This design comes from an exercise in tuning for a short achievable clock period and few clock cycles per item on the open sky130 flow, not from production work. At most, simulation tests tie the RTL to the original design; equivalence was not proved. Function not checked in runs 1, 2 and 4 to 6: the RTL went through the layout flow alone. No activity file was given, so power comes from the tool's default toggle rates.

<file path="config.mk">
export PLATFORM = sky130hd
export DESIGN_NAME = draw_fpv
export DESIGN_NICKNAME = draw_fpv
export VERILOG_FILES = /design/flow/design.v
export SDC_FILE = /design/flow/constraint.sdc
export NUM_CORES = 4
export LEC_CHECK = 0
export ABC_CLOCK_PERIOD_IN_PS = 1800
export CAP_MARGIN = 20
export CORE_MARGIN = 2
export CORE_UTILIZATION = 40
export PLACE_DENSITY = 0.6
export SETUP_SLACK_MARGIN = 2.7
export SLEW_MARGIN = 20
export SYNTH_MEMORY_MAX_BITS = 16384
</file>
<file path="constraint.sdc">
create_clock -name core_clock -period 4.5 [get_ports {clock}]
set_input_delay 0.9000 -clock core_clock [delete_from_list [all_inputs] [get_ports {clock}]]
set_output_delay 0.9000 -clock core_clock [all_outputs]
set_load 0.01 [all_outputs]
</file>
<file path="design.v">
module coordinate_to_grid(coord_x, coord_y, grid_x, grid_y);
    input [13:0] coord_x;
    input [12:0] coord_y;
    output [5:0] grid_x;
    output [4:0] grid_y;
    assign grid_x = coord_x[13:8];
    assign grid_y = coord_y[12:8];
endmodule
module ks_adder(a, b, sum, cout);
    parameter W = 8;
    input [W-1:0] a, b;
    output [W-1:0] sum;
    output cout;
    localparam L = $clog2(W);
    wire [W-1:0] g [0:L];
    wire [W-1:0] p [0:L];
    assign g[0] = a & b;
    assign p[0] = a ^ b;
    genvar i, k;
    generate
        for (k = 0; k < L; k = k + 1) begin : lvl
            for (i = 0; i < W; i = i + 1) begin : bi
                if (i >= (1 << k)) begin : comb
                    assign g[k+1][i] = g[k][i] | (p[k][i] & g[k][i - (1 << k)]);
                    assign p[k+1][i] = p[k][i] & p[k][i - (1 << k)];
                end
                else begin : thru
                    assign g[k+1][i] = g[k][i];
                    assign p[k+1][i] = p[k][i];
                end
            end
        end
    endgenerate
    assign sum = p[0] ^ {g[L][W-2:0], 1'b0};
    assign cout = g[L][W-1];
endmodule
module step_one(a, inc, dec, y);
    parameter W = 7;
    input [W-1:0] a;
    input inc, dec;
    output [W-1:0] y;
    genvar i;
    generate
        for (i = 0; i < W; i = i + 1) begin : bi
            if (i == 0) begin : b0
                assign y[0] = a[0] ^ (inc | dec);
            end
            else begin : bn
                assign y[i] = a[i] ^ ((inc & (&a[i-1:0])) | (dec & ~(|a[i-1:0])));
            end
        end
    endgenerate
endmodule
module negate(a, y);
    parameter W = 7;
    input [W-1:0] a;
    output [W-1:0] y;
    genvar i;
    generate
        for (i = 0; i < W; i = i + 1) begin : bi
            if (i == 0) begin : b0
                assign y[0] = a[0];
            end
            else begin : bn
                assign y[i] = a[i] ^ (|a[i-1:0]);
            end
        end
    endgenerate
endmodule
module bytian_to_vector(r, x, y, w0, w1);
    input [5:0] r;
    output reg [5:0] x, y;
    output reg w0, w1;
    always @(*) begin
        case (r)
        6'd0: begin x = 6'd0; y = 6'd50; w0 = 1'b0; w1 = 1'b1; end
        6'd1: begin x = 6'd1; y = 6'd49; w0 = 1'b0; w1 = 1'b1; end
        6'd2: begin x = 6'd2; y = 6'd49; w0 = 1'b0; w1 = 1'b1; end
        6'd3: begin x = 6'd3; y = 6'd49; w0 = 1'b0; w1 = 1'b1; end
        6'd4: begin x = 6'd4; y = 6'd49; w0 = 1'b0; w1 = 1'b1; end
        6'd5: begin x = 6'd6; y = 6'd49; w0 = 1'b0; w1 = 1'b1; end
        6'd6: begin x = 6'd7; y = 6'd49; w0 = 1'b0; w1 = 1'b1; end
        6'd7: begin x = 6'd8; y = 6'd49; w0 = 1'b0; w1 = 1'b1; end
        6'd8: begin x = 6'd9; y = 6'd49; w0 = 1'b0; w1 = 1'b1; end
        6'd9: begin x = 6'd10; y = 6'd48; w0 = 1'b0; w1 = 1'b1; end
        6'd10: begin x = 6'd12; y = 6'd48; w0 = 1'b0; w1 = 1'b1; end
        6'd11: begin x = 6'd13; y = 6'd48; w0 = 1'b0; w1 = 1'b1; end
        6'd12: begin x = 6'd14; y = 6'd47; w0 = 1'b0; w1 = 1'b1; end
        6'd13: begin x = 6'd15; y = 6'd47; w0 = 1'b0; w1 = 1'b1; end
        6'd14: begin x = 6'd16; y = 6'd47; w0 = 1'b0; w1 = 1'b1; end
        6'd15: begin x = 6'd17; y = 6'd46; w0 = 1'b0; w1 = 1'b1; end
        6'd16: begin x = 6'd19; y = 6'd46; w0 = 1'b0; w1 = 1'b1; end
        6'd17: begin x = 6'd20; y = 6'd45; w0 = 1'b0; w1 = 1'b1; end
        6'd18: begin x = 6'd21; y = 6'd45; w0 = 1'b0; w1 = 1'b1; end
        6'd19: begin x = 6'd22; y = 6'd44; w0 = 1'b0; w1 = 1'b1; end
        6'd20: begin x = 6'd23; y = 6'd44; w0 = 1'b0; w1 = 1'b1; end
        6'd21: begin x = 6'd24; y = 6'd43; w0 = 1'b0; w1 = 1'b1; end
        6'd22: begin x = 6'd25; y = 6'd42; w0 = 1'b0; w1 = 1'b1; end
        6'd23: begin x = 6'd26; y = 6'd42; w0 = 1'b0; w1 = 1'b1; end
        6'd24: begin x = 6'd27; y = 6'd41; w0 = 1'b0; w1 = 1'b1; end
        6'd25: begin x = 6'd28; y = 6'd40; w0 = 1'b0; w1 = 1'b1; end
        6'd26: begin x = 6'd29; y = 6'd40; w0 = 1'b0; w1 = 1'b1; end
        6'd27: begin x = 6'd30; y = 6'd39; w0 = 1'b0; w1 = 1'b1; end
        6'd28: begin x = 6'd31; y = 6'd38; w0 = 1'b0; w1 = 1'b1; end
        6'd29: begin x = 6'd32; y = 6'd37; w0 = 1'b0; w1 = 1'b1; end
        6'd30: begin x = 6'd33; y = 6'd37; w0 = 1'b0; w1 = 1'b1; end
        6'd31: begin x = 6'd34; y = 6'd36; w0 = 1'b0; w1 = 1'b1; end
        6'd32: begin x = 6'd35; y = 6'd35; w0 = 1'b0; w1 = 1'b0; end
        6'd33: begin x = 6'd36; y = 6'd34; w0 = 1'b1; w1 = 1'b0; end
        6'd34: begin x = 6'd37; y = 6'd33; w0 = 1'b1; w1 = 1'b0; end
        6'd35: begin x = 6'd37; y = 6'd32; w0 = 1'b1; w1 = 1'b0; end
        6'd36: begin x = 6'd38; y = 6'd31; w0 = 1'b1; w1 = 1'b0; end
        6'd37: begin x = 6'd39; y = 6'd30; w0 = 1'b1; w1 = 1'b0; end
        6'd38: begin x = 6'd40; y = 6'd29; w0 = 1'b1; w1 = 1'b0; end
        6'd39: begin x = 6'd40; y = 6'd28; w0 = 1'b1; w1 = 1'b0; end
        6'd40: begin x = 6'd41; y = 6'd27; w0 = 1'b1; w1 = 1'b0; end
        6'd41: begin x = 6'd42; y = 6'd26; w0 = 1'b1; w1 = 1'b0; end
        6'd42: begin x = 6'd42; y = 6'd25; w0 = 1'b1; w1 = 1'b0; end
        6'd43: begin x = 6'd43; y = 6'd24; w0 = 1'b1; w1 = 1'b0; end
        6'd44: begin x = 6'd44; y = 6'd23; w0 = 1'b1; w1 = 1'b0; end
        6'd45: begin x = 6'd44; y = 6'd22; w0 = 1'b1; w1 = 1'b0; end
        6'd46: begin x = 6'd45; y = 6'd21; w0 = 1'b1; w1 = 1'b0; end
        6'd47: begin x = 6'd45; y = 6'd20; w0 = 1'b1; w1 = 1'b0; end
        6'd48: begin x = 6'd46; y = 6'd19; w0 = 1'b1; w1 = 1'b0; end
        6'd49: begin x = 6'd46; y = 6'd17; w0 = 1'b1; w1 = 1'b0; end
        6'd50: begin x = 6'd47; y = 6'd16; w0 = 1'b1; w1 = 1'b0; end
        6'd51: begin x = 6'd47; y = 6'd15; w0 = 1'b1; w1 = 1'b0; end
        6'd52: begin x = 6'd47; y = 6'd14; w0 = 1'b1; w1 = 1'b0; end
        6'd53: begin x = 6'd48; y = 6'd13; w0 = 1'b1; w1 = 1'b0; end
        6'd54: begin x = 6'd48; y = 6'd12; w0 = 1'b1; w1 = 1'b0; end
        6'd55: begin x = 6'd48; y = 6'd10; w0 = 1'b1; w1 = 1'b0; end
        6'd56: begin x = 6'd49; y = 6'd9; w0 = 1'b1; w1 = 1'b0; end
        6'd57: begin x = 6'd49; y = 6'd8; w0 = 1'b1; w1 = 1'b0; end
        6'd58: begin x = 6'd49; y = 6'd7; w0 = 1'b1; w1 = 1'b0; end
        6'd59: begin x = 6'd49; y = 6'd6; w0 = 1'b1; w1 = 1'b0; end
        6'd60: begin x = 6'd49; y = 6'd4; w0 = 1'b1; w1 = 1'b0; end
        6'd61: begin x = 6'd49; y = 6'd3; w0 = 1'b1; w1 = 1'b0; end
        6'd62: begin x = 6'd49; y = 6'd2; w0 = 1'b1; w1 = 1'b0; end
        6'd63: begin x = 6'd49; y = 6'd1; w0 = 1'b1; w1 = 1'b0; end
        default: begin x = 6'd0; y = 6'd0; w0 = 1'b0; w1 = 1'b0; end
        endcase
    end
endmodule
module raytracer(clock, reset,
                 start, pos_x, pos_y, angle,
                 grid_x, grid_y, grid_out,
                 room, push, push_cell, push_vert);
    input clock;
    input reset;
    input start;
    input [13:0] pos_x;
    input [12:0] pos_y;
    input [7:0] angle;
    output [5:0] grid_x;
    output [4:0] grid_y;
    input [2:0] grid_out;
    input room;                  
    output push;                 
    output [2:0] push_cell;      
    output push_vert;            
    reg boot;                    
    reg running;
    reg [6:0] ncols;             
    reg okr;                     
    reg c1;                      
    reg [7:0] an;
    reg [5:0] rx, ry;
    reg rw0, rw1;
    wire [5:0] rom_x, rom_y;
    wire rom_w0, rom_w1;
    bytian_to_vector btv0 (.r(an[5:0]), .x(rom_x), .y(rom_y), .w0(rom_w0), .w1(rom_w1));
    wire [6:0] px = {1'b0, rx};
    wire [6:0] py = {1'b0, ry};
    wire [6:0] mx, my;
    negate #(.W(7)) ngx (.a(px), .y(mx));
    negate #(.W(7)) ngy (.a(py), .y(my));
    reg [6:0] qdx, qdy;
    always @(*) begin
        case (an[7:6])
            2'd0: begin qdx = px; qdy = py; end
            2'd1: begin qdx = py; qdy = mx; end
            2'd2: begin qdx = mx; qdy = my; end
            default: begin qdx = my; qdy = px; end
        endcase
    end
    reg [6:0] ndx, ndy;
    reg nwide;
    reg act;                     
    reg [6:0] dx, dy;
    reg wide;
    reg [6:0] xa, ya;            
    reg incx, decx;              
    reg incy, decy;
    reg [6:0] xb;                
    reg [5:0] yb;                
    reg tcx, tcy;                
    reg rv;
    reg [2:0] gq;
    reg wq;                      
    reg exq, eyq;
    assign grid_x = xb[6:1];
    assign grid_y = yb[5:1];
    wire [6:0] nxa, nya;
    wire ncxa, ncya;
    ks_adder #(.W(7)) addxa (.a(xa), .b(dx), .sum(nxa), .cout(ncxa));
    ks_adder #(.W(7)) addya (.a(ya), .b(dy), .sum(nya), .cout(ncya));
    wire [6:0] nxb;
    wire [5:0] nyb;
    step_one #(.W(7)) sox (.a(xb), .inc(incx), .dec(decx), .y(nxb));
    step_one #(.W(6)) soy (.a(yb), .inc(incy), .dec(decy), .y(nyb));
    wire hit = rv & wq;
    wire cstart = okr & (~act | hit);
    assign push = hit;
    assign push_cell = gq;
    assign push_vert = (exq & ~eyq) | (wide & ~(exq ^ eyq));
    always @(posedge clock) begin
        rx <= rom_x;
        ry <= rom_y;
        rw0 <= rom_w0;
        rw1 <= rom_w1;
        ndx <= qdx;
        ndy <= qdy;
        nwide <= an[6] ? rw1 : rw0;
        gq <= grid_out;
        wq <= grid_out != 3'd0;
        exq <= tcx;
        eyq <= tcy;
        if (cstart) begin
            xa <= pos_x[6:0];
            ya <= pos_y[6:0];
            xb <= pos_x[13:7];
            yb <= pos_y[12:7];
            incx <= 1'b0;
            decx <= 1'b0;
            incy <= 1'b0;
            decy <= 1'b0;
            tcx <= 1'b0;
            tcy <= 1'b0;
            dx <= ndx;
            dy <= ndy;
            wide <= nwide;
        end
        else begin
            xa <= nxa;
            ya <= nya;
            incx <= ncxa & ~dx[6];
            decx <= ~ncxa & dx[6];
            incy <= ncya & ~dy[6];
            decy <= ~ncya & dy[6];
            xb <= nxb;
            yb <= nyb;
            tcx <= (incx & xb[0]) | (decx & ~xb[0]);
            tcy <= (incy & yb[0]) | (decy & ~yb[0]);
        end
        if (start)
            an <= angle + 8'd176;        
        else if (cstart)
            an <= an + 8'd1;
        if (reset) begin
            running <= 1'b0;
            boot <= 1'b0;
            act <= 1'b0;
            rv <= 1'b0;
            okr <= 1'b0;
            c1 <= 1'b0;
        end
        else if (start) begin
            boot <= 1'b1;
            running <= 1'b1;
            ncols <= 7'd0;
            act <= 1'b0;
            rv <= 1'b0;
            okr <= 1'b0;
            c1 <= 1'b0;
        end
        else begin
            boot <= 1'b0;
            c1 <= cstart;
            if (cstart)
                ncols <= ncols + 7'd1;
            act <= cstart | (act & ~hit);
            rv <= act & ~hit;
            okr <= running & ~boot & ~c1 & (ncols != 7'd120) & room;
        end
    end
endmodule
module draw_vertical_line(clock, reset,
                          start, have, wcell, vert, pop,
                          done, vga_x, vga_y, vga_colour, vga_write);
    input clock;
    input reset;
    input start;
    input have;                  
    input [2:0] wcell;           
    input vert;                  
    output pop;                  
    output reg done;
    output reg [7:0] vga_x;
    output reg [6:0] vga_y;
    output reg [17:0] vga_colour;
    output reg vga_write;
    reg [6:0] wcol;
    reg [6:0] wy;
    reg col_end;                 
    reg last_col;                
    assign pop = have & col_end;
    always @(posedge clock) begin
        vga_x <= {1'b0, wcol};
        vga_y <= wy;
        if (vert)
            vga_colour <= { {6{wcell[2]}}, {6{wcell[1]}}, {6{wcell[0]}} };
        else
            vga_colour <= { {2{wcell[2]}}, 4'b0, {2{wcell[1]}}, 4'b0, {2{wcell[0]}}, 4'b0 };
        if (reset | start) begin
            wcol <= 7'd0;
            wy <= 7'd0;
            col_end <= 1'b0;
            last_col <= 1'b0;
            vga_write <= 1'b0;
            done <= 1'b0;
        end
        else begin
            vga_write <= have;
            done <= pop & last_col;
            if (have) begin
                if (col_end) begin
                    wy <= 7'd0;
                    col_end <= 1'b0;
                    wcol <= wcol + 7'd1;
                    last_col <= wcol == 7'd118;
                end
                else begin
                    wy <= wy + 7'd1;
                    col_end <= wy == 7'd118;
                end
            end
        end
    end
endmodule
module draw_fpv(clock, reset,
                start, done,
                player_pos_x, player_pos_y, player_angle,
                grid_x, grid_y, grid_out,
                vga_x, vga_y, vga_colour, vga_write);
    input clock;
    input reset;
    input start;
    output done;
    input [13:0] player_pos_x;
    input [12:0] player_pos_y;
    input [7:0] player_angle;
    output [5:0] grid_x;
    output [4:0] grid_y;
    input [2:0] grid_out;
    output [7:0] vga_x;
    output [6:0] vga_y;
    output [17:0] vga_colour;
    output vga_write;
    reg [3:0] q [0:7];
    reg [2:0] wp, rp;
    reg [7:0] occ;               
    wire push, pop;
    wire [2:0] push_cell;
    wire push_vert;
    wire room = ~occ[5];
    wire have = occ[0];
    wire [3:0] head = q[rp];
    raytracer rt0 (.clock(clock),
                   .reset(reset),
                   .start(start),
                   .pos_x(player_pos_x),
                   .pos_y(player_pos_y),
                   .angle(player_angle),
                   .grid_x(grid_x),
                   .grid_y(grid_y),
                   .grid_out(grid_out),
                   .room(room),
                   .push(push),
                   .push_cell(push_cell),
                   .push_vert(push_vert));
    draw_vertical_line dvl0 (.clock(clock),
                             .reset(reset),
                             .start(start),
                             .have(have),
                             .wcell(head[3:1]),
                             .vert(head[0]),
                             .pop(pop),
                             .done(done),
                             .vga_x(vga_x),
                             .vga_y(vga_y),
                             .vga_colour(vga_colour),
                             .vga_write(vga_write));
    always @(posedge clock) begin
        if (push)
            q[wp] <= {push_cell, push_vert};
        if (reset | start) begin
            wp <= 3'd0;
            rp <= 3'd0;
            occ <= 8'd0;
        end
        else begin
            if (push)
                wp <= wp + 3'd1;
            if (pop)
                rp <= rp + 3'd1;
            if (push & ~pop)
                occ <= {occ[6:0], 1'b1};
            else if (pop & ~push)
                occ <= {1'b0, occ[7:1]};
        end
    end
endmodule
</file>
<file path="run.sh">
#!/bin/bash
# synth_recipe.tcl (not shown) runs the flow's synth.tcl, then flattens the netlist and writes it again
# the make line also repeats each setting of config.mk as NAME=value (left out here)
make -C /OpenROAD-flow-scripts/flow DESIGN_CONFIG=/design/flow/config.mk WORK_HOME=/design/flow/orfs CLKGATE_MAP_FILE= SYNTH_SCRIPT=/design/flow/synth_recipe.tcl finish
</file>
==> results of run 1 <==
## placed cells by master (no fill, tap or decap), types with 12 or more instances in the layout
cell type,count
clkdlybuf4s50_1,38
clkbuf_16,18
o21ai_0,43
dfxtp_1,105
xnor2_1,25
buf_6,38
edfxtp_1,62
xor2_1,16
nand2b_1,15
nand2_1,81
a21oi_1,41
mux4_2,14
buf_2,12
nor2_1,74
inv_1,28
nand3_1,13
mux2i_1,23
dfxtp_2,16
buf_4,30
nor3_1,14
ha_1,42
## stage by stage
stage	worst slack, ps	total power (W)	cells	hold slack (ps)
final	2570	0.00521	1210	328
after global routing	2540	0.00552	1210	331
after CTS	2520	0.00519	1202	331
after detailed placement	2150	0.00346	1140	315
after global placement	2170	0.00344	1140	310
after floorplan	2720	0.00319	837	310
## repair_timing
| item | in CTS | in global routing |
|---|---|---|
| resized for setup | 255 | 40 |
| gates cloned | 3 | 0 |
| buffers inserted | 27 | 8 |
| hold buffers | 0 | 0 |
| setup endpoints to repair | 154 | 89 |
| pin swaps | 14 | 11 |
## worst max-delay path by stage
stage                            start            end  slack [ps]
finish              dvl0.vga_colour[3]  vga_colour[1]        2570
global route        dvl0.vga_colour[3]  vga_colour[1]        2540
CTS                          rt0.xb[2]      grid_x[1]        2520
detailed placement               start   dvl0.wcol[1]        2150
global placement             rt0.an[2]      rt0.rx[2]        2170
floorplan                    rt0.an[0]      rt0.ry[1]        2720
## state kept, by name, summed over array words and instances, names as in the netlist, 6 cells and up, named ones only
name and count:
rt0.ndy 7, rt0.rx 6, dvl0.wcol 7, dvl0.vga_colour 6, rt0.ry 6, dvl0.vga_x 7, rt0.yb 6, dvl0.wy 7
rt0.ya 7, rt0.xb 7, rt0.dx 7, rt0.dy 7, q 32, occ 8, rt0.an 8, rt0.ndx 7
rt0.ncols 7, dvl0.vga_y 7, rt0.xa 7
## where the power goes
part | internal, W | total, W | switching [W]
Combinational | 0.000766 | 0.00144 | 0.000671
Clock | 0.000837 | 0.00153 | 0.000696
Sequential | 0.00208 | 0.00224 | 0.000156
Total | 0.00369 | 0.00521 | 0.00152
## cells by family (layout without fill, tap and decap cells)
kind of cell | after synthesis | after routing
multiplexers | 42 | 42
other | 1 | 1
AO/OA/AOI/OAI | 150 | 150
buffers and inverters | 96 | 187
adder cells (fa/ha/maj) | 53 | 53
flip-flops | 191 | 191
XOR/XNOR | 41 | 41
AND/OR/NAND/NOR | 263 | 265
## layout make-up
type	instances	area share, %
well taps	280	3.23
flip-flops and latches	191	41.4
repair buffers	123	10.8
inverters	32	1.26
clock buffers	20	4.31
multi-input cells	552	37.7
clock inverters	12	1.23
## metal layers
metal / up-vias / global-route usage (%) / share of wire [%]
li1: 3097 / - / -
met4: 0 / 5.07 / 1.6
met5: - / 0 / 0
met3: 21 / 3.62 / 3.9
met2: 126 / 24.3 / 47
met1: 2843 / 19.6 / 48
## critical path: stages, from the launching register on
cell     delay (ps)
dfxtp_4         370
buf_6           110
buf_6           110
==> impl_metrics.tcl, run 1 <==
set metrics [dict create \
    synth-main-ff-cell "dfxtp_1" \
    post-route-period-util_pct 42.8 \
    synth_compound_area_share_pct 10.7 \
    max_slew_margin_pct 49.9 \
    critPathLaunchType "flip-flop" \
    dr_total_vias 6087 \
    die_y_um 152 \
    arrival_ps 1030 \
    r2r_slack_ps 2710 \
    portBuffers 85 \
    synthTopCellsByArea "dfxtp_1 29%, edfxtp_1 21%, ha_1 7.3%, mux4_2 3.6%, nand2_1 3.5%" \
    grt_first_pass_wirelength_mm 28.3 \
    wl_per_cell_um 14.0 \
    cts_buffers 17 \
    vias_per_cell 5.03 \
    fin_util_pct 50.0 \
    fp.coreArea_mm2 0.0217 \
    p_per_area_mw_per_mm2 480 \
    ir_drop_v 0.000244 \
    min_path_type "flip-flop to flip-flop" \
    multi_input_area_mm2 0.00410 \
    worstSetupEndpointType "output port" \
    remaining_drc_errors 0 \
    register_area_mm2 0.00449 \
    rr_endpoint "rt0.ya[6]" \
    p_leak_nw 4.16 \
    yosys.area_share.simple_pct 14.5 \
    max_clock_freq_ghz 0.519 \
    clk_pin_slew_ps 70 \
    antenna_found_initial 0 \
    avgSynthCellArea_um2 10.5 \
    stdcell_area_mm2 0.0109 \
    cp_max_fo 4 \
    drive_gt1_share_pct 22.7 \
    syn-num-nets 931 \
    place_congestion 0.836 \
    syn_to_final_growth_pct 23.7 \
    io_pins 87 \
    drtPass1Iterations 5 \
    dieArea_mm2 0.0231 \
    die_width_um 152 \
    synth_xor_area_share_pct 4.09 \
    gr-usage-all-layers_pct 14.9 \
    placed_cell_area_mm2 0.00969 \
    synthAdderAreaFrac_pct 7.73 \
    cts_num_sinks 191 \
    hold_viol_final 0 \
    finalWirelength_mm 16.9 \
    setup_violations 0 \
    dpl.hpwl_mm 10.8 \
    synth-edff-count 62 \
    rsz0062_at_grt "true" \
    ctsHtreeMaxLevel 4 \
    min_path_cells 0 \
    synth.top_cells.by_count "129 x dfxtp_1, 81 x nand2_1, 78 x nor2_1, 62 x edfxtp_1, 51 x ha_1" \
    synth_top_family_by_area "simple AND/OR/NAND/NOR gates" \
    max_slew.worst_pin.slew_ps 746 \
    clockRootBuffer "clkbuf_16" \
    holdPathEnd "rt0.exq" \
    synthCells 837 \
    grt_pass1_vias 5816 \
    crit_required_ps 3600 \
    clock_skew_ps 13.0 \
    hp-start "rt0.tcx" \
    fin_setup_tns_ps 0 \
    muxShareOfSynthArea_pct 6.85 \
    final_net_count 1011 \
    initial_core_util_pct 40.4 \
    cap_violations 0 \
    reg2regPathDepth 6 \
    gr-total-overflow 0 \
    clock_path_buffers 2 \
    critical_path_class "flip-flop to output port" \
    drv_slew 0 \
    ys_seq_elements 191 \
    ys_warn_count 5 \
    placementRows 54 \
    syn_area_mm2 0.00877 \
    min_period_ps 1930 \
    antenna_left 0 \
    yosysSeqAreaShare_pct 50.7 \
    cts_tree "yes" \
    ys_async_sr_fraction_pct 0 \
    synth_top_cell_by_area "dfxtp_1" \
    status "complete, no violations" \
    yosysUniqueCellTypes 68 \
    grt_max_degree 62 \
    num-fill-cells 1998 \
    drtIter0Drc 361 \
    rr_startpoint "rt0.dy[0]" \
    synth_most_common_cell "dfxtp_1" \
    synth.top_cell.area_share_pct 29.4 \
    diodes 0 \
    insertion_delay_ps 440 \
]
==> run 2, diff against run 1 <==
--- a/config.mk
+++ b/config.mk
@@ -9,6 +9,7 @@
 export CAP_MARGIN = 20
 export CORE_MARGIN = 2
 export CORE_UTILIZATION = 40
+export CTS_BUF_LIST = sky130_fd_sc_hd__clkbuf_8
 export PLACE_DENSITY = 0.6
 export SETUP_SLACK_MARGIN = 2.7
 export SLEW_MARGIN = 20
==> run 2 against run 1 <==
Clock skew hardly changed. Non-clock buffer count shrank 3. Die area did not move. Clock power is 24% lower. Core utilization down 1.1 points. Critical path depth stayed put. Via count fell by 1.2%. Worst hold slack better by 5.7 ps. Sequential share of layout area is 0.94 points higher. Cell count decreased by 0.25%. Critical path type unchanged. Critical endpoint is now vga_colour[9]. Largest cell class unchanged.
==> impl_metrics.tcl, run 2 <==
set metrics [dict create \
    fin_total_pwr_w 0.00484 \
    yosysSeqAreaShare_pct 50.7 \
    gr-usage-all-layers_pct 14.6 \
    clockRootBuffer "clkbuf_8" \
    min_period_ps 1950 \
    p_comb_share_pct 29.5 \
    max_clock_freq_ghz 0.512 \
    syn_area_mm2 0.00877 \
    rr_startpoint "rt0.dy[0]" \
    fp.coreArea_mm2 0.0217 \
    max_slew_margin_pct 50.9 \
    yosysUniqueCellTypes 68 \
    final_net_count 1008 \
    p_switching_w 0.00146 \
    grt_max_degree 62 \
    register_area_mm2 0.00449 \
    path_cells "buf_6, buf_6" \
    synth_top_cell_by_area "dfxtp_1" \
    dr_wl_met3_um 576 \
    crit_path_frequent_cell "buf_6" \
    num-fill-cells 2022 \
    cp_max_fo 4 \
    crit_required_ps 3600 \
    cpPeakStageDelay_ps 370 \
    drive_gt1_share_pct 22.4 \
    io_pins 87 \
    min_path_cells 0 \
    topRoutingLayerUsed "met4" \
    met1_length_mm 8.13 \
    internal_power_w 0.00338 \
    cts_buffers 17 \
    p_clk_share_pct 24.3 \
    hold_buffers 0 \
    multi_input_area_mm2 0.00410 \
    portBuffers 85 \
    clk_pin_slew_ps 100 \
    seqPwrFrac_pct 46.2 \
    p_per_area_mw_per_mm2 456 \
    die_y_um 152 \
    wl_per_cell_um 13.8 \
    setup_slack_ps 2550 \
    finalWirelength_mm 16.7 \
    dpl.hpwl_mm 10.8 \
    synth-main-ff-cell "dfxtp_1" \
    largest_register "q" \
    largest_reg_flops 32 \
    synth-edff-count 62 \
    min_path_type "flip-flop to flip-flop" \
    dieArea_mm2 0.0231 \
    crit_family "flip-flops" \
    remaining_drc_errors 0 \
    r2r_slack_ps 2710 \
    avgSynthCellArea_um2 10.5 \
    final_cell_mix "105 x dfxtp_1, 80 x nand2_1, 74 x nor2_1, 62 x edfxtp_1, 43 x o21ai_0" \
    synth.top_cells.by_count "129 x dfxtp_1, 81 x nand2_1, 78 x nor2_1, 62 x edfxtp_1, 51 x ha_1" \
    cap_violations 0 \
    insertion_delay_ps 470 \
    dr_total_vias 6016 \
    ys_async_sr_fraction_pct 0 \
    ir_drop_v 0.000168 \
    synthTopCellsByArea "dfxtp_1 29%, edfxtp_1 21%, ha_1 7.3%, mux4_2 3.6%, nand2_1 3.5%" \
    ys_warn_count 5 \
    reg.largest.list "q: 32 flops, occ: 8 flops, rt0.an: 8 flops" \
    fin_setup_tns_ps 0 \
    rsz0062_at_grt "true" \
    hold_viol_final 0 \
    drtPass1Iterations 5 \
    clock_path_buffers 2 \
    drv_slew 0 \
    drtIter0Drc 354 \
    syn_to_final_growth_pct 21.0 \
    grt_first_pass_wirelength_mm 27.8 \
    final_common_cell "dfxtp_1" \
    cts_num_sinks 191 \
    setup_violations 0 \
    die_width_um 152 \
    pre_cts_ws_ps 2150 \
    worstSetupEndpointType "output port" \
    arrival_ps 1050 \
    vias_per_cell 4.98 \
    status "complete, no violations" \
    syn-num-nets 931 \
    crit_buf_inv 2 \
    synth.top_cell.area_share_pct 29.4 \
    post-route-period-util_pct 43.4 \
    max_slew.worst_pin.slew_ps 731 \
    reg2regPathDepth 6 \
    placementRows 54 \
    gr-total-overflow 0 \
    grt_pass1_vias 5761 \
    cts_tree "yes" \
    ys_seq_elements 191 \
    place_congestion 0.836 \
    initial_core_util_pct 40.4 \
    p_leak_nw 4.05 \
    netSwitchingFraction_pct 30.2 \
    hold_ws_ps 334 \
    clock_skew_ps 12.7 \
    wl_met2_mm 7.77 \
    synth_most_common_cell "dfxtp_1" \
    antenna_found_initial 0 \
    rr_endpoint "rt0.ya[6]" \
    cp_slowest_cell "dfxtp_4" \
    ctsHtreeMaxLevel 4 \
    antenna_left 0 \
    diodes 0 \
    holdPathEnd "rt0.exq" \
    synthCells 837 \
    critical_path_class "flip-flop to output port" \
    critPathLaunchType "flip-flop" \
    hp-start "rt0.tcx" \
]
==> run 2: cell counts after synthesis <==
Identical to the previous run, type by type.
==> run 2: worst max path at each step <==
stage / depth (start not counted) / slack [ps] / startpoint / to
floorplan: 8 / 2720 / rt0.an[0] / rt0.ry[1]
global placement: 6 / 2170 / rt0.an[2] / rt0.rx[2]
detailed placement: 4 / 2150 / start / dvl0.wcol[1]
CTS: 1 / 2500 / dvl0.vga_colour[16] / vga_colour[16]
global route: 2 / 2490 / dvl0.vga_colour[9] / vga_colour[9]
finish: 2 / 2550 / dvl0.vga_colour[9] / vga_colour[9]
==> run 2: kinds of logic after synthesis <==
logic type      after synthesis  synth area share, %
compound gates              150                 10.7
xor+xnor                     41                 4.09
simple gates                263                 14.5
buf+inv                      96                 5.39
mux                          42                 6.85
fa+ha+maj                    53                 7.73
flops                       191                 50.7
other cells                   1               0.0427
==> run 2: cell type report <==
type                    instances  share of cell area, %
repair buffers                120                   10.5
flip-flops and latches        191                   42.4
inverters                      32                   1.29
multi-input cells             552                   38.7
clock buffers                  18                   2.33
clock inverters                14                   1.58
well taps                     280                   3.30
==> run 2: power groups by stage <==
stage               sequential [W]  combinational (W)  clock [W]
detailed placement         0.00231            0.00115          0
floorplan                  0.00223           0.000957          0
CTS                        0.00224            0.00138    0.00121
global placement           0.00230            0.00113          0
finish                     0.00224            0.00143    0.00117
global route               0.00227            0.00161    0.00128
==> run 2: per-layer routing <==
metal  GRT usage, %  up-vias
met4           4.63        0
li1               -     3081
met3           3.85       21
met5              0        -
met1           19.3     2800
met2           23.6      114
==> run 2: what timing repair did <==
action	4_1_cts	5_1_grt
gates resized for setup	231	60
setup endpoints to repair	128	96
pin swaps	14	10
gates cloned	1	1
buffers inserted	27	6
==> run 2: per-stage QoR <==
stage	instances	utilization, %	cell area (um2)
global placement	1140	44.7	9690
floorplan	837	-	8860
finish	1207	48.9	10600
CTS	1200	47.8	10400
detailed placement	1140	44.7	9690
global route	1207	48.9	10600
==> run 2: worst register-to-register path: cells and delay by family (launching register included) <==
kind / cells / cell delay, ps
AO/OA/AOI/OAI: 1 / 200
adder cells (fa/ha/maj): 2 / 560
flip-flops: 1 / 440
AND/OR/NAND/NOR: 3 / 550
==> run 3, diff against run 2 <==
--- a/design.v
+++ b/design.v
@@ -11,7 +11,7 @@
     input [W-1:0] a, b;
     output [W-1:0] sum;
     output cout;
-    localparam L = $clog2(W);
+    localparam L = (W > 16) ? 5 : (W > 8) ? 4 : (W > 4) ? 3 : (W > 2) ? 2 : 1;
     wire [W-1:0] g [0:L];
     wire [W-1:0] p [0:L];
     assign g[0] = a & b;
--- a/config.mk
+++ b/config.mk
@@ -9,7 +9,6 @@
 export CAP_MARGIN = 20
 export CORE_MARGIN = 2
 export CORE_UTILIZATION = 40
-export CTS_BUF_LIST = sky130_fd_sc_hd__clkbuf_8
 export PLACE_DENSITY = 0.6
 export SETUP_SLACK_MARGIN = 2.7
 export SLEW_MARGIN = 20
==> run 3 against run 2 <==
Worst setup slack better by 24 ps. Highest routed layer unchanged. Die area unchanged. Clock power up 31%. Power up 7.6%. Sequential power about the same. Combinational power about the same. Critical endpoint is now vga_colour[1]. Core utilization up 1.1 points. Non-clock buffer count up 3. Largest power group unchanged. Maximum frequency up 1.3%. Worst hold slack worse by 5.7 ps. Global-route usage up 0.30 points.
==> impl_metrics.tcl, run 3 <==
set metrics [dict create \
    status "complete, no violations" \
    max_clock_freq_ghz 0.519 \
    synth-edff-count 62 \
    grt_max_degree 62 \
    syn-num-nets 931 \
    r2r_slack_ps 2710 \
    gr-usage-all-layers_pct 14.9 \
    rr_endpoint "rt0.ya[6]" \
    holdPathEnd "rt0.exq" \
    hold_viol_final 0 \
    synthTopCellsByArea "dfxtp_1 29%, edfxtp_1 21%, ha_1 7.3%, mux4_2 3.6%, nand2_1 3.5%" \
    reg.largest.list "q: 32 flops, occ: 8 flops, rt0.an: 8 flops" \
    vias_per_cell 5.03 \
    rr_startpoint "rt0.dy[0]" \
    cts_buffers 17 \
    ys_warn_count 5 \
    final_common_cell "dfxtp_1" \
    grt_pass1_vias 5816 \
    synth_top_cell_by_area "dfxtp_1" \
    clockRootBuffer "clkbuf_16" \
    cp_max_fo 4 \
    avgSynthCellArea_um2 10.5 \
    initial_core_util_pct 40.4 \
    cts_num_sinks 191 \
    place_congestion 0.836 \
    fin_util_pct 50.0 \
    cts_tree "yes" \
    synth.top_cell.area_share_pct 29.4 \
    worstSetupEndpointType "output port" \
    ctsHtreeMaxLevel 4 \
    die_y_um 152 \
    max_slew_margin_pct 49.9 \
    ys_seq_elements 191 \
    drtPass1Iterations 5 \
    critical_path_class "flip-flop to output port" \
    insertion_delay_ps 440 \
    drtIter0Drc 361 \
    antenna_found_initial 0 \
    antenna_left 0 \
    max_slew.worst_pin.slew_ps 746 \
    synth.top_cells.by_count "129 x dfxtp_1, 81 x nand2_1, 78 x nor2_1, 62 x edfxtp_1, 51 x ha_1" \
    min_path_type "flip-flop to flip-flop" \
    syn_area_mm2 0.00877 \
    grt_first_pass_wirelength_mm 28.3 \
    setup_violations 0 \
    post-route-period-util_pct 42.8 \
    fin_setup_tns_ps 0 \
    rsz0062_at_grt "true" \
    reg2regPathDepth 6 \
    cap_violations 0 \
    drv_slew 0 \
    min_path_cells 0 \
    dpl.hpwl_mm 10.8 \
    final_cell_mix "105 x dfxtp_1, 81 x nand2_1, 74 x nor2_1, 62 x edfxtp_1, 43 x o21ai_0" \
    fp.coreArea_mm2 0.0217 \
    largest_reg_flops 32 \
    yosysSeqAreaShare_pct 50.7 \
    p_leak_nw 4.16 \
    gr-total-overflow 0 \
    p_per_area_mw_per_mm2 480 \
    hold_buffers 0 \
    synth-main-ff-cell "dfxtp_1" \
    synthCells 837 \
    ys_async_sr_fraction_pct 0 \
    die_width_um 152 \
    synth_most_common_cell "dfxtp_1" \
    finalWirelength_mm 16.9 \
    dr_total_vias 6087 \
    crit_required_ps 3600 \
    startpoint "dvl0.vga_colour[3]" \
    wl_per_cell_um 14.0 \
    diodes 0 \
    dieArea_mm2 0.0231 \
    arrival_ps 1030 \
    largest_register "q" \
    hp-start "rt0.tcx" \
    clock_skew_ps 13.0 \
    yosysUniqueCellTypes 68 \
    syn_to_final_growth_pct 23.7 \
    min_period_ps 1930 \
    placementRows 54 \
    critPathLaunchType "flip-flop" \
    drive_gt1_share_pct 22.7 \
    portBuffers 85 \
    clock_path_buffers 2 \
    final_net_count 1011 \
    num-fill-cells 1998 \
    ir_drop_v 0.000244 \
    clk_pin_slew_ps 70 \
    io_pins 87 \
    remaining_drc_errors 0 \
]
[run 3: layer usage]
metal	track usage [%]	vias up	wire length [um]	part of all wire, %
met5	0	-	0	0
li1	-	3097	-	-
met4	5.07	0	264	1.6
met1	19.6	2843	8100	48
met3	3.62	21	656	3.9
met2	24.3	126	7880	47
[run 3: worst max path at each step]
stage	endpoint	slack (ps)	cells past startpoint
6_report	vga_colour[1]	2570	2
5_1_grt	vga_colour[1]	2540	2
3_3_place_gp	rt0.rx[2]	2170	6
3_5_place_dp	dvl0.wcol[1]	2150	4
2_1_floorplan	rt0.ry[1]	2720	8
4_1_cts	grid_x[1]	2520	1
[run 3: worst max-delay path, cell delays in order (launching register included)]
cell and delay [ps]:
dfxtp_4 370, buf_6 110, buf_6 110
[run 3: cell families (layout without fill, tap and decap cells)]
group	after synthesis	count (layout)	share of synthesized area (%)
DFF	191	191	50.7
adders and majority gates	53	53	7.73
other	1	1	0.0427
muxes	42	42	6.85
buffers and inverters	96	187	5.39
AOI/OAI and AO/OA	150	150	10.7
and+or+nand+nor	263	265	14.5
xor gates and xnor gates	41	41	4.09
[run 3: layout make-up]
cell class	instances	area [um2]	area share (%)
repair buffers	123	1170	10.8
flip-flops and latches	191	4490	41.4
inverters	32	136	1.26
clock buffers	20	468	4.31
clock inverters	12	134	1.23
well taps	280	350	3.23
multi-input cells	552	4100	37.7
[run 3: power by group]
group          internal [W]  leakage, nW  switching [W]
registers           0.00208         1.64       0.000156
logic              0.000766         2.22       0.000671
clock network      0.000837        0.300       0.000696
[run 3: timing repair]
action,4_1_cts,5_1_grt
pin swaps,14,11
setup buffers,27,8
resized for setup,255,40
setup endpoints to repair,154,89
gates cloned,3,0
[run 3: through the flow]
step | cell area (um2) | hold WS [ps] | instances | worst slack, ps | total power [W]
final | 10900 | 328 | 1210 | 2570 | 0.00521
after global routing | 10900 | 331 | 1210 | 2540 | 0.00552
after CTS | 10600 | 331 | 1202 | 2520 | 0.00519
after detailed placement | 9690 | 315 | 1140 | 2150 | 0.00346
after global placement | 9690 | 310 | 1140 | 2170 | 0.00344
after floorplan | 8860 | 310 | 837 | 2720 | 0.00319
Testbench counts of run 3, summed over its fixed seeds: cycles 923,715, frames 64.
==> run 4, diff against run 3 <==
--- a/design.v
+++ b/design.v
@@ -158,11 +158,9 @@
     output push;                 
     output [2:0] push_cell;      
     output push_vert;            
-    reg boot;                    
-    reg running;
     reg [6:0] ncols;             
     reg okr;                     
-    reg c1;                      
+    reg h1;                      
     reg [7:0] an;
     reg [5:0] rx, ry;
     reg rw0, rw1;
@@ -198,8 +196,10 @@
     reg [2:0] gq;
     reg wq;                      
     reg exq, eyq;
-    assign grid_x = xb[6:1];
-    assign grid_y = yb[5:1];
+    reg [5:0] gx;
+    reg [4:0] gy;
+    assign grid_x = gx;
+    assign grid_y = gy;
     wire [6:0] nxa, nya;
     wire ncxa, ncya;
     ks_adder #(.W(7)) addxa (.a(xa), .b(dx), .sum(nxa), .cout(ncxa));
@@ -210,6 +210,7 @@
     step_one #(.W(6)) soy (.a(yb), .inc(incy), .dec(decy), .y(nyb));
     wire hit = rv & wq;
     wire cstart = okr & (~act | hit);
+    wire act_next = cstart | (act & ~hit);
     assign push = hit;
     assign push_cell = gq;
     assign push_vert = (exq & ~eyq) | (wide & ~(exq ^ eyq));
@@ -252,35 +253,39 @@
             tcx <= (incx & xb[0]) | (decx & ~xb[0]);
             tcy <= (incy & yb[0]) | (decy & ~yb[0]);
         end
+        if (reset | ~act_next) begin
+            gx <= 6'd0;
+            gy <= 5'd0;
+        end
+        else begin
+            gx <= cstart ? pos_x[13:8] : nxb[6:1];
+            gy <= cstart ? pos_y[12:8] : nyb[5:1];
+        end
         if (start)
             an <= angle + 8'd176;        
         else if (cstart)
             an <= an + 8'd1;
         if (reset) begin
-            running <= 1'b0;
-            boot <= 1'b0;
+            ncols <= 7'd120;
             act <= 1'b0;
             rv <= 1'b0;
             okr <= 1'b0;
-            c1 <= 1'b0;
+            h1 <= 1'b0;
         end
         else if (start) begin
-            boot <= 1'b1;
-            running <= 1'b1;
             ncols <= 7'd0;
             act <= 1'b0;
             rv <= 1'b0;
             okr <= 1'b0;
-            c1 <= 1'b0;
+            h1 <= 1'b1;
         end
         else begin
-            boot <= 1'b0;
-            c1 <= cstart;
+            h1 <= cstart;
             if (cstart)
                 ncols <= ncols + 7'd1;
-            act <= cstart | (act & ~hit);
+            act <= act_next;
             rv <= act & ~hit;
-            okr <= running & ~boot & ~c1 & (ncols != 7'd120) & room;
+            okr <= ~h1 & (ncols != 7'd120) & room;
         end
     end
 endmodule
==> run 4 against run 3 <==
Cell count grew 2.2%. First-iteration DRC count down 3.9%. Die area is 0.94% higher. Largest power group unchanged. Non-clock buffer count rose by 1. Sequential cell count rose by 9. Largest cell class unchanged. Via count increased by 1.1%.
==> impl_metrics.tcl, run 4 <==
set metrics [dict create \
    synthTopCellsByArea "dfxtp_1 33%, edfxtp_1 19%, ha_1 7.2%, mux4_2 3.6%, nor2_1 3.6%" \
    diodes 0 \
    vias_per_cell 4.97 \
    seqPwrFrac_pct 46.4 \
    p_switching_w 0.00146 \
    p_per_area_mw_per_mm2 466 \
    netSwitchingFraction_pct 28.7 \
    syn-num-nets 952 \
    reg.largest.list "q: 32 flops, occ: 8 flops, rt0.an: 8 flops" \
    syn_area_mm2 0.00886 \
    antenna_left 0 \
    fin_setup_tns_ps 0 \
    clk_pin_slew_ps 70 \
    drv_slew 0 \
    min_path_type "flip-flop to flip-flop" \
    critical_path_class "flip-flop to output port" \
    synth-edff-count 55 \
    io_pins 87 \
    yosysSeqAreaShare_pct 51.4 \
    finalWirelength_mm 17.5 \
    wl_per_cell_um 14.1 \
    worstSetupEndpointType "output port" \
    reg2regPathDepth 6 \
    crit_required_ps 3600 \
    largest_register "q" \
    final_common_cell "dfxtp_1" \
    max_clock_freq_ghz 0.524 \
    fin_cells 1237 \
    rr_startpoint "rt0.dy[0]" \
    r2r_slack_ps 2660 \
    hold_viol_final 0 \
    drive_gt1_share_pct 19.9 \
    final_net_count 1038 \
    die_width_um 153 \
    clock_path_buffers 2 \
    status "complete, no violations" \
    initial_core_util_pct 40.7 \
    ys_warn_count 5 \
    place_inst 1170 \
    cp_max_fo 4 \
    yosysUniqueCellTypes 55 \
    dieArea_mm2 0.0233 \
    ctsHtreeMaxLevel 4 \
    internal_power_w 0.00361 \
    grt_first_pass_wirelength_mm 28.6 \
    p_comb_share_pct 25.1 \
    min_period_ps 1910 \
    p_clk_share_pct 28.6 \
    insertion_delay_ps 430 \
    dr_total_vias 6151 \
    rsz0062_at_grt "true" \
    gr-usage-all-layers_pct 14.9 \
    holdPathEnd "rt0.eyq" \
    portBuffers 85 \
    grt_pass1_vias 5826 \
    setup_violations 0 \
    drtPass1Iterations 4 \
    synth.top_cells.by_count "145 x dfxtp_1, 84 x nor2_1, 78 x nand2_1, 55 x edfxtp_1, 51 x ha_1" \
    dpl.hpwl_mm 11.5 \
    cts_tree "yes" \
    place_congestion 0.849 \
    final_cell_mix "122 x dfxtp_1, 84 x nor2_1, 78 x nand2_1, 55 x edfxtp_1, 47 x a21oi_1" \
    hp-start "rt0.tcy" \
    clockRootBuffer "clkbuf_16" \
    cts_buffers 17 \
    synth_top_cell_by_area "dfxtp_1" \
    max_slew_margin_pct 44.7 \
    ys_seq_elements 200 \
    placementRows 54 \
    synth_most_common_cell "dfxtp_1" \
    synth.top_cell.area_share_pct 32.8 \
    synth-main-ff-cell "dfxtp_1" \
    min_path_cells 0 \
    num-fill-cells 1987 \
    antenna_found_initial 0 \
    fp.coreArea_mm2 0.0218 \
    ir_drop_v 0.000281 \
    remaining_drc_errors 0 \
    avgSynthCellArea_um2 10.3 \
    largest_reg_flops 32 \
    die_y_um 153 \
    drtIter0Drc 347 \
    cts_num_sinks 200 \
    grt_max_degree 36 \
    critPathLaunchType "flip-flop" \
    post-route-period-util_pct 42.4 \
    p_leak_nw 4.17 \
    gr-total-overflow 0 \
    clock_skew_ps 17.5 \
    ys_async_sr_fraction_pct 0 \
    cap_violations 0 \
    rr_endpoint "rt0.ya[6]" \
    max_slew.worst_pin.slew_ps 823 \
    synthCells 858 \
    arrival_ps 1010 \
    syn_to_final_growth_pct 22.6 \
]
[run 4: power by group through the flow]
| stage | clock (W) | combinational (W) | sequential [W] |
|---|---|---|---|
| after floorplan | 0 | 0.000933 | 0.00232 |
| after detailed placement | 0 | 0.00113 | 0.00240 |
| after global placement | 0 | 0.00111 | 0.00239 |
| after CTS | 0.00149 | 0.00118 | 0.00235 |
| after global routing | 0.00157 | 0.00144 | 0.00238 |
| final | 0.00145 | 0.00127 | 0.00235 |
[run 4: layout make-up]
| type | count | area [um2] | area share, % |
|---|---|---|---|
| tap | 280 | 350 | 3.23 |
| clock buffer | 22 | 465 | 4.28 |
| multi-input combinational | 565 | 4060 | 37.4 |
| inverter | 36 | 149 | 1.37 |
| sequential | 200 | 4590 | 42.2 |
| timing repair buffer | 124 | 1160 | 10.6 |
| clock inverter | 10 | 96.3 | 0.887 |
[run 4: worst max-delay path by stage]
stage,start,end
2_1_floorplan,rt0.an[1],rt0.ry[1]
3_3_place_gp,start,rt0.okr
3_5_place_dp,start,rt0.okr
4_1_cts,dvl0.vga_colour[9],vga_colour[6]
5_1_grt,dvl0.vga_colour[9],vga_colour[6]
6_report,dvl0.vga_colour[9],vga_colour[6]
[run 4: stage by stage]
step | hold WS [ps] | util (%) | instance area, um2 | setup WS [ps] | power [W]
after floorplan | 310 | - | 8880 | 2590 | 0.00325
after global placement | 312 | 45.2 | 9830 | 1660 | 0.00350
after detailed placement | 314 | 45.2 | 9830 | 1660 | 0.00353
after CTS | 329 | 47.7 | 10400 | 2570 | 0.00503
after global routing | 332 | 49.9 | 10900 | 2540 | 0.00539
final | 325 | 49.9 | 10900 | 2590 | 0.00507
[run 4: routing by layer]
metal,vias to the layer above,share of wire (%),global-route usage (%),routed length [um]
met5,-,0,0,0
met4,0,1.4,4.89,238
met3,22,4.0,3.44,695
met2,128,44,22.6,7770
met1,2847,50,21.1,8770
li1,3154,-,-,-
[run 4: logic make-up after synthesis]
logic type               synth area share [%]
AO/OA/AOI/OAI                            10.8
XOR/XNOR                                 5.04
adder cells (fa/ha/maj)                  7.66
buffers and inverters                    4.55
flip-flops                               51.4
multiplexers                             6.44
other                                  0.0423
AND/OR/NAND/NOR                          14.1
[run 4: repair_timing]
action | CTS | global route
buffers inserted | 12 | 22
gates resized for setup | 219 | 70
pin swaps | 5 | 9
gates cloned | 0 | 1
hold buffers | 0 | 0
endpoints found under the setup margin | 161 | 85
[run 4: worst max-delay path, stage by stage (launching register included)]
cell and delay [ps]:
dfxtp_2 340, buf_4 130, buf_6 110
==> run 5, diff against run 4 <==
--- a/config.mk
+++ b/config.mk
@@ -10,6 +10,6 @@
 export CORE_MARGIN = 2
 export CORE_UTILIZATION = 40
 export PLACE_DENSITY = 0.6
-export SETUP_SLACK_MARGIN = 2.7
+export SETUP_SLACK_MARGIN = 2.6
 export SLEW_MARGIN = 20
 export SYNTH_MEMORY_MAX_BITS = 16384
==> run 5 against run 4 <==
Still clean. Maximum frequency grew 1.6%. Critical path depth is the same. Cell area shrank 2.5%. Sequential power is essentially flat. Register-to-register slack lost 20 ps. Core utilization shrank 1.3 points. Clock power grew 3%. Via count shrank 0.24%. Largest cell class unchanged.
==> impl_metrics.tcl, run 5 <==
set metrics [dict create \
    status "complete, no violations" \
    initial_core_util_pct 40.7 \
    min_path_type "flip-flop to flip-flop" \
    netSwitchingFraction_pct 29.6 \
    min_period_ps 1880 \
    cts_buffers 17 \
    synth_compound_area_share_pct 10.8 \
    worstSetupEndpointType "output port" \
    crit_required_ps 3600 \
    synthAdderAreaFrac_pct 7.66 \
    largest_reg_flops 32 \
    synthTopCellsByArea "dfxtp_1 33%, edfxtp_1 19%, ha_1 7.2%, mux4_2 3.6%, nor2_1 3.6%" \
    finalWirelength_mm 17.6 \
    ctsHtreeMaxLevel 4 \
    die_y_um 153 \
    crit_path_frequent_cell "buf_6" \
    grt_max_degree 41 \
    avgSynthCellArea_um2 10.3 \
    grt_pass1_vias 5694 \
    rsz0062_at_grt "true" \
    p_leak_nw 4.05 \
    synth-main-ff-cell "dfxtp_1" \
    globalRouteMet1Util_pct 20.2 \
    arrival_ps 980 \
    ir_drop_v 0.000289 \
    holdPathEnd "rt0.eyq" \
    yosysUniqueCellTypes 55 \
    reg2regPathDepth 6 \
    hold_viol_final 0 \
    p_clk_share_pct 29.4 \
    p_comb_share_pct 24.4 \
    drtPass1Iterations 4 \
    synth.top_cells.by_count "145 x dfxtp_1, 84 x nor2_1, 78 x nand2_1, 55 x edfxtp_1, 51 x ha_1" \
    hold_buffers 0 \
    dr_total_vias 6136 \
    max_clock_freq_ghz 0.533 \
    final_net_count 1028 \
    hold_ws_ps 330 \
    syn_area_mm2 0.00886 \
    fp.coreArea_mm2 0.0218 \
    insertion_delay_ps 430 \
    use_met2_pct 23.3 \
    rr_startpoint "rt0.dy[0]" \
    drive_gt1_share_pct 17.5 \
    vias_per_cell 5.00 \
    placed_cell_area_mm2 0.00981 \
    rr_endpoint "rt0.ya[6]" \
    final_common_cell "dfxtp_1" \
    p_per_area_mw_per_mm2 479 \
    synth_top_cell_by_area "dfxtp_1" \
    min_path_cells 0 \
    synth_xor_area_share_pct 5.04 \
    cts_num_sinks 200 \
    largest_register "q" \
    setup_violations 0 \
    die_width_um 153 \
    cp_slowest_cell "dfxtp_2" \
    clk_pin_slew_ps 70 \
    muxShareOfSynthArea_pct 6.44 \
    dieArea_mm2 0.0233 \
    final_cell_mix "136 x dfxtp_1, 84 x nor2_1, 78 x nand2_1, 55 x edfxtp_1, 49 x a21oi_1" \
    seqPwrFrac_pct 46.2 \
    synthCells 858 \
    reg.largest.list "q: 32 flops, occ: 8 flops, rt0.an: 8 flops" \
    place_inst 1169 \
    cts_tree "yes" \
    syn-num-nets 952 \
    post-route-period-util_pct 41.7 \
    io_pins 87 \
    critPathLaunchType "flip-flop" \
    clock_skew_ps 12.1 \
    place_congestion 0.779 \
    synth.top_cell.area_share_pct 32.8 \
    r2r_slack_ps 2640 \
    grt_first_pass_wirelength_mm 27.9 \
    ys_seq_elements 200 \
    drtIter0Drc 329 \
    max_slew_margin_pct 36.9 \
    antenna_left 0 \
    wl_per_cell_um 14.3 \
    grt_use_met3_pct 3.36 \
    busiest_layer "met2" \
    clock_path_buffers 2 \
    stdcell_area_mm2 0.0106 \
    cpPeakStageDelay_ps 330 \
    fin_setup_tns_ps 0 \
    fin_cells 1228 \
    ys_async_sr_fraction_pct 0 \
    gr-usage-all-layers_pct 14.6 \
    cap_violations 0 \
    remaining_drc_errors 0 \
    synth_top_family_by_area "simple AND/OR/NAND/NOR gates" \
    cp_max_fo 3 \
    ys_warn_count 5 \
    dpl.hpwl_mm 11.4 \
    internal_power_w 0.00357 \
    synth_most_common_cell "dfxtp_1" \
    yosys.area_share.simple_pct 14.1 \
    drv_slew 0 \
    startpoint "dvl0.vga_colour[9]" \
    clockRootBuffer "clkbuf_16" \
    critical_path_class "flip-flop to output port" \
    synth-edff-count 55 \
    hp-start "rt0.tcy" \
    max_slew.worst_pin.slew_ps 937 \
    portBuffers 85 \
    num-fill-cells 2042 \
    antenna_found_initial 1 \
    gr-total-overflow 0 \
    path_cells "buf_6, buf_6" \
    syn_to_final_growth_pct 19.6 \
    p_switching_w 0.00150 \
    yosysSeqAreaShare_pct 51.4 \
    placementRows 54 \
]
run 5: cell count changes in the layout (fill, tap and decap cells not counted), sizes merged:
cell           previous run  this run
clkbuf                   23        42
clkinvlp                  1         2
clkinv                    5         1
bufinv                    1         0
or2                       4         5
diode                     0         1
inv                      39        44
clkdlybuf4s15             2         3
nand2                    79        80
buf                      83        49
dlygate4sd2               0         1
run 5: final cells by class:
| cell class | instances | area (um2) | area share, % |
|---|---|---|---|
| Antenna cell | 1 | 2.50 | 0.0236 |
| Timing Repair Buffer | 112 | 906 | 8.55 |
| Clock buffer | 21 | 484 | 4.57 |
| Clock inverter | 11 | 95.1 | 0.898 |
| Sequential cell | 200 | 4570 | 43.1 |
| Inverter | 36 | 149 | 1.41 |
| Multi-Input combinational cell | 567 | 4040 | 38.1 |
| Tap cell | 280 | 350 | 3.31 |
run 5: power by group through the flow:
| stage | Combinational [W] | Clock [W] | Sequential (W) |
|---|---|---|---|
| final | 0.00124 | 0.00149 | 0.00234 |
| after floorplan | 0.000929 | 0 | 0.00232 |
| after global routing | 0.00140 | 0.00159 | 0.00238 |
| after detailed placement | 0.00114 | 0 | 0.00239 |
| after CTS | 0.00117 | 0.00152 | 0.00234 |
| after global placement | 0.00112 | 0 | 0.00238 |
run 5: critical path: cells and delay by family (launching register included):
kind     cells  cell delay, ps
buf+inv      2             220
flops        1             330
run 5: through the flow:
step	total power [W]	worst slack, ps	utilization, %
floorplan	0.00325	2490	-
global placement	0.00351	1680	45.1
detailed placement	0.00353	1630	45.1
CTS	0.00504	2450	48.2
global route	0.00537	2540	48.7
finish	0.00507	2620	48.7
run 5: layer usage:
layer  up-vias  share of wire (%)
met5         -                  0
met4         0               0.97
met3         7                4.0
met2       113                 46
met1      2863                 49
li1       3153                  -
run 5: kinds of logic after synthesis:
group,Yosys count
buf+inv,93
compound gates,157
xor+xnor,51
simple gates,264
flops,200
other cells,1
mux,39
fa+ha+maj,53
run 5: worst max-delay path by stage:
stage                     slack (ps)       endpoint
final                           2620  vga_colour[9]
after global routing            2540      rt0.ya[6]
after CTS                       2450      rt0.ya[6]
after detailed placement        1630        rt0.okr
after global placement          1680        rt0.okr
after floorplan                 2490      rt0.ry[1]
run 5: repair_timing:
action | in CTS | in global routing
resized for setup | 149 | 66
setup endpoints to repair | 162 | 60
cloned | 1 | 2
pin swaps | 1 | 6
setup buffers | 8 | 15
==> run 6, diff against run 5 <==
--- a/config.mk
+++ b/config.mk
@@ -10,6 +10,6 @@
 export CORE_MARGIN = 2
 export CORE_UTILIZATION = 40
 export PLACE_DENSITY = 0.6
-export SETUP_SLACK_MARGIN = 2.6
+export SETUP_SLACK_MARGIN = 3.0
 export SLEW_MARGIN = 20
 export SYNTH_MEMORY_MAX_BITS = 16384
==> run 6 against run 5 <==
Still clean on timing, DRC and antenna. First-iteration DRC count grew 5.5%. Sequential share of layout area fell by 4.8 points. Sequential power about the same. Synthesized area unchanged. Critical endpoint is now rt0.ry[1]. Largest cell class unchanged.
==> impl_metrics.tcl, run 6 <==
set metrics [dict create \
    cts_buffers 17 \
    ys_async_sr_fraction_pct 0 \
    portBuffers 85 \
    remaining_drc_errors 0 \
    crit_required_ps 4820 \
    critical_path_class "flip-flop to flip-flop" \
    yosys.area_share.simple_pct 14.1 \
    yosysUniqueCellTypes 55 \
    antenna_found_initial 0 \
    crit_family "compound AO/OA/AOI/OAI gates" \
    syn_to_final_growth_pct 36.1 \
    rsz0062_at_grt "true" \
    clk_pin_slew_ps 70 \
    ys_warn_count 5 \
    ir_drop_v 0.000229 \
    die_width_um 153 \
    path_depth 8 \
    synth_top_family_by_area "simple AND/OR/NAND/NOR gates" \
    vias_per_cell 5.02 \
    gr-usage-all-layers_pct 16.4 \
    cp-endpoint "rt0.ry[1]" \
    dr_total_vias 6480 \
    critPathLaunchType "flip-flop" \
    diodes 0 \
    status "complete, no violations" \
    hold_buffers 0 \
    drtIter0Drc 347 \
    fin_total_pwr_w 0.00542 \
    worstSetupEndpointType "flip-flop" \
    io_pins 87 \
    synth_top_cell_by_area "dfxtp_1" \
    insertion_delay_ps 430 \
    setup_violations 0 \
    p_per_area_mw_per_mm2 449 \
    max_slew.worst_pin.slew_ps 578 \
    synth_compound_area_share_pct 10.8 \
    synth.top_cell.area_share_pct 32.8 \
    reg.largest.list "q: 32 flops, occ: 8 flops, rt0.an: 8 flops" \
    drtPass1Iterations 5 \
    final_cell_mix "107 x dfxtp_1, 80 x nor2_1, 73 x nand2_1, 61 x buf_4" \
    max_clock_freq_ghz 0.542 \
    synth-main-ff-cell "dfxtp_1" \
    max_slew_margin_pct 61.5 \
    wl_per_cell_um 15.2 \
    drv_slew 0 \
    cp_max_fo 9 \
    place_inst 1168 \
    syn_area_mm2 0.00886 \
    final_net_count 1092 \
    cts_num_sinks 200 \
    hold_viol_final 0 \
    place_congestion 0.801 \
    clock_path_buffers 2 \
    grt_pass1_vias 6134 \
    final_common_cell "dfxtp_1" \
    placementRows 54 \
    fin_util_pct 55.4 \
    ctsHtreeMaxLevel 4 \
    fp.coreArea_mm2 0.0218 \
    arrival_ps 2160 \
    gr-total-overflow 0 \
    path_cells "inv_2, buf_4, buf_6, buf_6, ha_4, o221ai_2, o31ai_1, a221oi_1" \
    largest_reg_flops 32 \
    antenna_left 0 \
    min_period_ps 1840 \
    muxShareOfSynthArea_pct 6.44 \
    post-route-period-util_pct 41.0 \
    fin_setup_tns_ps 0 \
    rr_endpoint "rt0.ry[1]" \
    synthCells 858 \
    yosysSeqAreaShare_pct 51.4 \
    grt_first_pass_wirelength_mm 31.0 \
    cp_slowest_cell "edfxtp_1" \
    clock_skew_ps 8.45 \
    synthAdderAreaFrac_pct 7.66 \
    drive_gt1_share_pct 33.7 \
    avgSynthCellArea_um2 10.3 \
    synthTopCellsByArea "dfxtp_1 33%, edfxtp_1 19%, ha_1 7.2%, mux4_2 3.6%, nor2_1 3.6%" \
    synth_xor_area_share_pct 5.04 \
    crit_path_frequent_cell "buf_6" \
    reg2regPathDepth 8 \
    rr_startpoint "rt0.an[1]" \
    ys_seq_elements 200 \
    cap_violations 0 \
    largest_register "q" \
    num-fill-cells 1837 \
    crit_buf_inv 4 \
    fin_cells 1291 \
    min_path_type "flip-flop to flip-flop" \
    cpPeakStageDelay_ps 450 \
    synth-edff-count 55 \
    startpoint "rt0.an[1]" \
    synth.top_cells.by_count "145 x dfxtp_1, 84 x nor2_1, 78 x nand2_1, 55 x edfxtp_1, 51 x ha_1" \
    initial_core_util_pct 40.7 \
    dpl.hpwl_mm 11.5 \
    finalWirelength_mm 19.6 \
    p_leak_nw 4.62 \
    hp-start "rt0.tcy" \
    cts_tree "yes" \
    synth_most_common_cell "dfxtp_1" \
    grt_max_degree 31 \
    clockRootBuffer "clkbuf_16" \
    r2r_slack_ps 2660 \
    dieArea_mm2 0.0233 \
    syn-num-nets 952 \
    die_y_um 153 \
]
-- run 6: cell counts after synthesis --
No cell type changed its count.
-- run 6: per-stage QoR --
stage / setup slack, ps / hold WS [ps] / area [um2]
2_1_floorplan: 2770 / 310 / 9180
3_3_place_gp: 1830 / 313 / 9990
3_5_place_dp: 1810 / 321 / 9990
4_1_cts: 2670 / 338 / 11300
5_1_grt: 2560 / 348 / 12100
6_report: 2660 / 333 / 12100
-- run 6: layout make-up --
type,count,area (um2),share of cell area (%)
tap,280,350,2.91
clock inverter,13,125,1.04
timing repair inverter,2,20.0,0.166
inverter,36,184,1.53
timing repair buffer,173,1670,13.8
clock buffer,19,475,3.94
multi-input combinational,568,4620,38.3
sequential,200,4620,38.3
-- run 6: repair_timing --
action                                 CTS  global route
resized for setup                      310           117
pin swaps                               34            41
setup endpoints to repair              215           161
endpoints found under the hold margin    0             0
setup buffers                           49            36
gates cloned                             5             1
-- run 6: where the power goes --
group	internal (W)	total, W	switching (W)
combinational	0.000809	0.00156	0.000753
clock	0.000802	0.00151	0.000711
sequential	0.00216	0.00234	0.000184
total	0.00377	0.00542	0.00165
-- run 6: logic make-up after synthesis --
kind of cell,after synthesis
adder cells (fa/ha/maj),53
flip-flops,200
other,1
AND/OR/NAND/NOR,264
buffers and inverters,93
AO/OA/AOI/OAI,157
multiplexers,39
XOR/XNOR,51
-- run 6: how the worst min path moves through the flow --
stage | to | slack (ps) | cells after the start
after floorplan | rt0.exq | 310 | 0
after global placement | rt0.exq | 310 | 0
after detailed placement | rt0.exq | 320 | 0
after CTS | rt0.eyq | 340 | 0
after global routing | rt0.exq | 350 | 0
final | rt0.eyq | 330 | 0
-- run 6: per-layer routing --
layer | GRT usage (%) | part of all wire, % | routed length, um
met1 | 22.6 | 48 | 9500
met2 | 26.2 | 46 | 9060
met3 | 3.44 | 4.1 | 799
met4 | 5.11 | 1.4 | 268
met5 | 0 | 0 | 0

[separate check: timing with driven ports]
Ports are ideal in the flow. The routed layouts listed here were re-timed in OpenROAD. Step 1 sets driving cells, clkbuf_16 on the clock port and buf_2 on the other inputs (assumed; they add their load-dependent delay and slew). Step 2 moves the port delays by t, midway between the first and last clock arrival at a register: inputs arrive t later, outputs are due t later. That takes back most of the time a late clock gives input paths. Slacks: no drivers / after step 1 / after step 2; pairs: no drivers / after step 1.
run | t (ns) | slack for setup (ns) | pins driven straight from the clock port
run 1 | 0.477 | 2.573 / 2.529 / 2.325 | 1
run 2 | 0.499 | 2.549 / 2.509 / 2.200 | 1
run 3 | 0.477 | 2.573 / 2.529 / 2.325 | 1
run 4 | 0.465 | 2.593 / 2.547 / 2.282 | 1
run 5 | 0.468 | 2.624 / 2.578 / 2.288 | 1
run 6 | 0.471 | 2.655 / 2.650 / 2.597 | 1
After both steps every run listed still meets setup and hold. For run 2, which loses most, drivers alone change the setup slack by -0.040 ns; drivers and shift together by -0.349 ns.
